Background: an optimization exercise with open tools, aiming at small area, a short achievable clock period and few clock cycles. Do not read the settings as production practice.
Only the layout flow was run in this run; the RTL was not checked for function there.
Power and IR drop assume default switching activity.

<file path="design/flow/config.mk">
export PLATFORM = sky130hd
export DESIGN_NAME = MM
export DESIGN_NICKNAME = MM
export VERILOG_FILES = /design/flow/design.v
export SDC_FILE = /design/flow/constraint.sdc
export NUM_CORES = 4
export LEC_CHECK = 0
export CAP_MARGIN = 20
export CORE_MARGIN = 2
export CORE_UTILIZATION = 40
export PLACE_DENSITY = 0.6
export SLEW_MARGIN = 20
</file>
<file path="design/flow/constraint.sdc">
create_clock -name core_clock -period 10.0 [get_ports {clk}]
set_input_delay 2.0000 -clock core_clock [delete_from_list [all_inputs] [get_ports {clk}]]
set_output_delay 2.0000 -clock core_clock [all_outputs]
set_load 0.01 [all_outputs]
</file>
<file path="design/flow/design.v">
module MM(clk,i,j,reset,read,write,index,read_data,write_data,finish);
	input reset, clk;
	input [19:0]read_data;
	output [19:0]i, j;
	output read, write, index, finish;
	output [39:0]write_data;
	reg rd_o, wr_o, idx_o, fin_o;
	reg [9:0] i_o, j_o, x;
	reg [9:0] rm1, km1, cm1;
	reg hs, alldone, wfin;
	reg q1, q2, q3;
	reg ln, lc, lr, fz;
	reg f1, l1, l2, l3, e1, e2, e3, ldm;
	reg [19:0] b;
	reg [39:0] sa, ca, wd;
	wire hdr   = rd_o & wr_o;
	wire cur_b = rd_o & ~wr_o & idx_o;
	wire cur_a = rd_o & ~wr_o & ~idx_o;
	wire cur_w = wr_o & ~rd_o;
	wire s_h   = hs & hdr;
	wire hold  = hs & ~rd_o;
	wire need_w = q3 & l3;
	wire rd_d  = ~hs | hdr | (~need_w & ~alldone & ~(cur_a & ln & lc & lr));
	wire wr_d  = ~hs | (hdr & ~i_o[1]) | (~hdr & need_w);
	wire fin_d = hs & (fin_o | (cur_w & wfin));
	always @(posedge clk) begin
		rd_o <= rd_d;
		wr_o <= wr_d;
		fin_o <= fin_d;
	end
	always @(posedge clk or posedge reset) begin
		if (reset) begin
			hs <= 1'b0;
			alldone <= 1'b0;
			wfin <= 1'b0;
			q1 <= 1'b0;
			q2 <= 1'b0;
			q3 <= 1'b0;
		end else begin
			hs <= 1'b1;
			q1 <= cur_a;
			q2 <= q1;
			q3 <= q2;
			if (cur_a & ln & lc & lr) alldone <= 1'b1;
			if (hs & ~hdr & need_w) wfin <= e3;
		end
	end
	wire [9:0] i_inc = i_o + 10'd1;
	wire [9:0] j_inc = j_o + 10'd1;
	wire [9:0] x_inc = x + 10'd1;
	wire s_a1 = cur_a & ~ln;
	wire s_a2 = cur_a & ln & ~lc;
	wire s_a3 = cur_a & ln & lc;
	wire [9:0] i_d = ({10{s_h & ~i_o[1]}} & i_inc) | ({10{cur_b}} & x) |
	                 ({10{s_a1}} & j_inc) | ({10{hold}} & i_o);
	wire [9:0] j_d = ({10{cur_b}} & i_o) | ({10{s_a1}} & x) |
	                 ({10{s_a2}} & x_inc) | ({10{hold}} & j_o);
	wire idx_d = s_h | cur_a | (hold & idx_o);
	wire [9:0] hdr_m1 = read_data[9:0] - 10'd1;
	always @(posedge clk) begin
		i_o <= i_d;
		j_o <= j_d;
		idx_o <= idx_d;
		if (s_h) begin
			if (i_o[1:0] == 2'd0) rm1 <= hdr_m1;
			if (i_o[1:0] == 2'd1) km1 <= hdr_m1;
			if (i_o[1:0] == 2'd2) cm1 <= hdr_m1;
			x <= 10'd0;
		end else if (cur_b) begin
			x <= j_o;
			ln <= (i_o == km1);
			lc <= (j_o == cm1);
			lr <= (x == rm1);
			fz <= (i_o == 10'd0);
		end else if (cur_a) begin
			x <= s_a3 ? i_inc : i_o;
		end
	end
	reg signed [21:0] a2;
	reg [14:0] dg;
	reg [14:0] dg_odd, dg_even;
	reg [2:0] tp, te;
	integer m;
	always @(*) begin
		for (m = 0; m < 5; m = m + 1) begin
			tp = (m == 4) ? b[19:17] : b[4*m+1 +: 3];
			te = (m == 0) ? {b[1:0], 1'b0} : b[4*m-1 +: 3];
			dg_odd[3*m]   = tp[2] & ~(tp[1] & tp[0]);
			dg_odd[3*m+1] = tp[1] ^ tp[0];
			dg_odd[3*m+2] = (tp[2] & ~tp[1] & ~tp[0]) | (~tp[2] & tp[1] & tp[0]);
			dg_even[3*m]   = te[2] & ~(te[1] & te[0]);
			dg_even[3*m+1] = te[1] ^ te[0];
			dg_even[3*m+2] = (te[2] & ~te[1] & ~te[0]) | (~te[2] & te[1] & te[0]);
		end
	end
	always @(posedge clk) begin
		if (cur_b) b <= read_data;
		a2 <= cur_a ? {read_data, 2'b00} : {{2{a2[21]}}, a2[21:2]};
		dg <= cur_a ? dg_odd : (q1 ? dg_even : 15'd0);
		f1 <= fz;
		l1 <= ln;
		e1 <= ln & lc & lr;
		ldm <= cur_a & fz;
		l2 <= l1;
		e2 <= l1 & e1;
		l3 <= l2;
		e3 <= e2;
	end
	reg [39:0] row [0:4];
	reg [39:0] row5;
	reg [22:0] sel, f;
	always @(*) begin
		row5 = -(40'h11111 << 22);
		for (m = 0; m < 5; m = m + 1) begin
			sel = dg[3*m+1] ? {a2[21], a2} : (dg[3*m+2] ? {a2, 1'b0} : 23'd0);
			f = sel ^ {23{dg[3*m]}};
			row[m] = {17'd0, ~f[22], f[21:0]} << (4*m);
			row5[4*m] = dg[3*m];
		end
	end
	wire [39:0] sm = ldm ? 40'd0 : sa;
	wire [39:0] cmk = ldm ? 40'd0 : ca;
	wire [39:0] s1a = sm ^ cmk ^ row[0];
	wire [39:0] c1a = {(sm[38:0] & cmk[38:0]) | (sm[38:0] & row[0][38:0]) | (cmk[38:0] & row[0][38:0]), 1'b0};
	wire [39:0] s1b = row[1] ^ row[2] ^ row[3];
	wire [39:0] c1b = {(row[1][38:0] & row[2][38:0]) | (row[1][38:0] & row[3][38:0]) | (row[2][38:0] & row[3][38:0]), 1'b0};
	wire [39:0] s2a = s1a ^ c1a ^ s1b;
	wire [39:0] c2a = {(s1a[38:0] & c1a[38:0]) | (s1a[38:0] & s1b[38:0]) | (c1a[38:0] & s1b[38:0]), 1'b0};
	wire [39:0] s2b = c1b ^ row[4] ^ row5;
	wire [39:0] c2b = {(c1b[38:0] & row[4][38:0]) | (c1b[38:0] & row5[38:0]) | (row[4][38:0] & row5[38:0]), 1'b0};
	wire [39:0] s3 = s2a ^ c2a ^ s2b;
	wire [39:0] c3 = {(s2a[38:0] & c2a[38:0]) | (s2a[38:0] & s2b[38:0]) | (c2a[38:0] & s2b[38:0]), 1'b0};
	wire [39:0] s4 = s3 ^ c3 ^ c2b;
	wire [39:0] c4 = {(s3[38:0] & c3[38:0]) | (s3[38:0] & c2b[38:0]) | (c3[38:0] & c2b[38:0]), 1'b0};
	always @(posedge clk) begin
		sa <= s4;
		ca <= c4;
		wd <= sa + ca;
	end
	assign read = rd_o;
	assign write = wr_o;
	assign index = idx_o;
	assign i = {10'd0, i_o};
	assign j = {10'd0, j_o};
	assign finish = fin_o;
	assign write_data = wd;
endmodule
</file>
<file path="design/flow/flow/run.sh">
#!/bin/bash
# The standard layout, with ORFS's timing repair aiming for a clock period
# well below the design's (the constraints themselves are unchanged), and
# repairing only the worst endpoints.
set -euo pipefail
bash standard.sh SETUP_SLACK_MARGIN=7.0 TNS_END_PERCENT=10 finish > standard_flow.log 2>&1
</file>
<file path="design/flow/standard.sh">
#!/bin/bash
# synth_recipe.tcl (not shown) runs the flow's synth.tcl, then flattens the netlist and writes it again
# the make line also repeats each setting of config.mk as NAME=value (left out here)
make -C /OpenROAD-flow-scripts/flow DESIGN_CONFIG=/design/flow/config.mk WORK_HOME=/design/flow/orfs CLKGATE_MAP_FILE= SYNTH_SCRIPT=/design/flow/synth_recipe.tcl "${@:-finish}"
</file>
==> notes.md <==
==> sequential cells by signal, summed over array words and instances, names as in the netlist, 10 cells and up <==
signal,cells
x,10
j_o,10
ca,37
cm1,10
dg,15
wd,40
sa,40
rm1,10
i_o,10
a2,22
km1,10
b,20
==> through the flow <==
stage | hold slack (ps) | setup slack [ps] | area, um2 | total power, uW
global route | 334 | 6810 | 20600 | 8550
global placement | 315 | 5850 | 18600 | 6100
CTS | 333 | 6900 | 20300 | 7720
detailed placement | 316 | 5790 | 18700 | 6330
finish | 329 | 6880 | 20600 | 7710
floorplan | 310 | 6470 | 17700 | 5050
==> cell families after synthesis <==
kind of cell,Yosys count
AO/OA/AOI/OAI,326
XOR/XNOR,213
adder cells (fa/ha/maj),244
buffers and inverters,289
flip-flops,255
multiplexers,2
other,2
AND/OR/NAND/NOR,623
==> worst max-delay path by stage <==
stage	startpoint	to	cells after the start	slack, ps
floorplan	read_data[4]	cm1[8]	4	6470
global placement	dg[6]	sa[25]	8	5850
detailed placement	dg[6]	sa[25]	8	5790
CTS	j_o[1]	j[1]	1	6900
global route	dg[11]	sa[19]	10	6810
finish	read_data[3]	km1[8]	5	6880
==> power by group <==
part	internal (uW)	leakage, uW	total (uW)	switching (uW)
clock	746	0.000532	1220	478
sequential	1550	0.00222	1890	337
combinational	1980	0.00602	4600	2620
==> area by class of cell <==
type,instances,area [um2],share of cell area [%]
Multi-Input combinational cell,1429,10800,52.7
Clock inverter,21,268,1.30
Inverter,139,539,2.62
Tap cell,585,732,3.56
Timing Repair Buffer,162,1460,7.09
Sequential cell,255,5870,28.5
Clock buffer,37,861,4.18
==> placed cells by master, fill, tap and decap left out, drive strengths merged, types with 11 or more instances in the layout <==
master,count
xnor2,149
inv,137
clkbuf,40
nand4,18
a22oi,11
nand2,361
nor2,51
dfxtp,194
ha,124
and2,16
clkdlybuf4s50,16
fa,120
nand3,26
a21oi,63
o21ai,163
edfxtp,55
conb,21
a21o,18
xor2,64
nand2b,39
buf,136
nor2b,53
==> repair_timing <==
action / CTS / global route
gates cloned: 5 / 3
hold endpoints to repair: 0 / 0
setup buffers: 49 / 6
resized for setup: 425 / 41
pin swaps: 14 / 14
endpoints found under the setup margin: 143 / 131
==> cells in the mapped netlist, types with 3 or more instances <==
cell type	number	share of area [%]
o311ai_0	3	0.15
nor2b_1	53	1.9
or2_2	3	0.11
dfxtp_1	194	22
o21bai_1	5	0.21
a31oi_1	5	0.18
nor3_1	9	0.26
nand3b_1	7	0.30
o22ai_1	4	0.14
edfxtp_1	55	9.4
inv_1	137	2.9
a221oi_1	3	0.15
nor4_1	9	0.32
fa_1	120	14
and3_1	10	0.36
and2_1	16	0.57
dfrtp_1	6	0.86
and4_1	4	0.20
nand2b_1	39	1.4
clkbuf_1	112	2.4
xor2_1	64	3.2
nand2_1	361	7.7
xnor2_1	149	7.4
o31ai_1	7	0.30
o21a_1	5	0.21
nor3b_1	5	0.21
buf_4	20	0.86
a222oi_1	9	0.51
a22oi_1	11	0.47
nor2_1	51	1.1
buf_1	15	0.32
o211a_1	3	0.17
a21oi_1	63	1.8
or3_1	10	0.36
o21ai_0	163	4.7
nand3_1	26	0.74
ha_1	124	8.9
a21o_1	18	0.77
nand4_1	18	0.64
==> layer usage <==
metal  vias to the layer above  routed length [um]  track usage, %
met5                         -                   0               0
met4                         0                1050            4.96
met3                        80                3430            2.93
met2                       541               20200            31.9
met1                      6414               21100            29.0
li1                       6498                   -               -
==> worst max-delay path: cells and delay by family <==
family / cells / cell delay [ps]
buffers and inverters: 1 / 130
AND/OR/NAND/NOR: 3 / 1170
XOR/XNOR: 1 / 150
==> results.ini <==
[synth]
synth_flop_cell=dfxtp_1
yosys_register_bits=255
synthesis.area_um2=17500
avgSynthCellArea_um2=8.97
synth_edf_count=55
synth-compound-area-share_pct=11.2
synth_top_family_by_area=adder cells
synthArstFlopShare_pct=2.35
synth.area.mux_share_pct=0.121
synth-xor-area-share_pct=10.6
synthAdderAreaFrac_pct=22.6
ys_seq_area_share_pct=32.4
synthCells=1954
yosys.area_share.simple_pct=16.3
synth_warnings=2
synth_cell_types=67

[detailed_routing]
wl_per_cell_um=17.5
via_per_inst=5.15
drtIter0Drc=1150
first_pass_iters=6
vias=13500
wl_um=45900
drc_errors=0
ant_nets=0

[setup_path]
cp.required_ps=10330
critPathLaunchType=input pin
max_stage_delay_ps=400
worstPathArrival_ps=3460
critPathKind=input pin to register
worstPathMaxFanout=5
reg2reg_depth=11
r2r_start=dg[11]
path_cells=buf_2 -> or3_1 -> or3_4 -> or3b_4 -> xnor2_2
crit_slowest_cell=or3_4
end_kind=register
rr_endpoint=sa[24]
r2r_slack_ps=6900

[place]
gp_congestion=0.907
hpwlAfterDp_um=31600
io_buffer_count=85
dp_cells=2507

[hold_path]
hold_path_depth=0
hold_end=l3
hold_path.class=register to register
worstHoldStart=l2

[flow_run]
max_cap_viol_count=0

[global_routing]
grt_usage_pct=20.1
antenna_found_initial=0
grt_pass1_wl_um=72900
grt_pass1_vias=13300
grt_max_degree=77
gr-total-overflow=0

[sta]
tightest_slew_ps=922
setup_violations=0
final.period_utilization_pct=31.2
slew-limit-headroom_pct=38.4
finClkSkew_ps=28.0
max_freq_mhz=320
drv_slew=0
hold_viol=0
finalCriticalPeriod_ps=3120
fin_tns_setup_ps=0
rsz0062_at_grt=true

[power]
vdd_drop_max_mv=0.166
leakagePower_uw=0.00877
power_density_nw_per_um2=375

[die]
core.rowCount=76
die_y_um=213
die_w_um=213
start_util_pct=40.6
core_region_area_um2=43200
io_pins=106
die_area_um2=45500

[finish]
final_core_util_pct=47.7
nets=2284
area_growth_pct=17.4
fill_cells=4134
final_cells=2628
drive_gt1_share_pct=14.2
num_antenna_cells=0

[clock_tree]
clock_path_buffers=3
clk_pin_slew_ps=60
hold_buffers=0
cts_made_buffers=31
h-tree-depth=1
clkLatencyLatePin_ps=600
cts_tree=built
root_buffer=clkbuf_16
cts.sinks=255

[run_status]
outcome=complete, no violations

[static timing again, ports no longer ideal]
The flow's constraints put no driver on any port. The routed layout listed below was extracted and timed again, unchanged, in two steps. Step 1 assumes that a clkbuf_16 drives the clock port and a buf_2 every other input. Step 2 times the ports against the registers' clock, not the clock port: input delays grow and output delays shrink by t, the midpoint of the rising clock arrivals with the driver on. Slacks: no drivers / after step 1 / after step 2; pairs: no drivers / after step 1.
shift t [ns]: 0.637
setup slack, ns: 6.875 / 6.868 / 6.273
worst hold slack (ns): 0.329 / 0.329 / 0.329
After both steps this run still meets setup and hold. For this run, drivers alone change the setup slack by -0.007 ns; drivers and shift together by -0.602 ns.
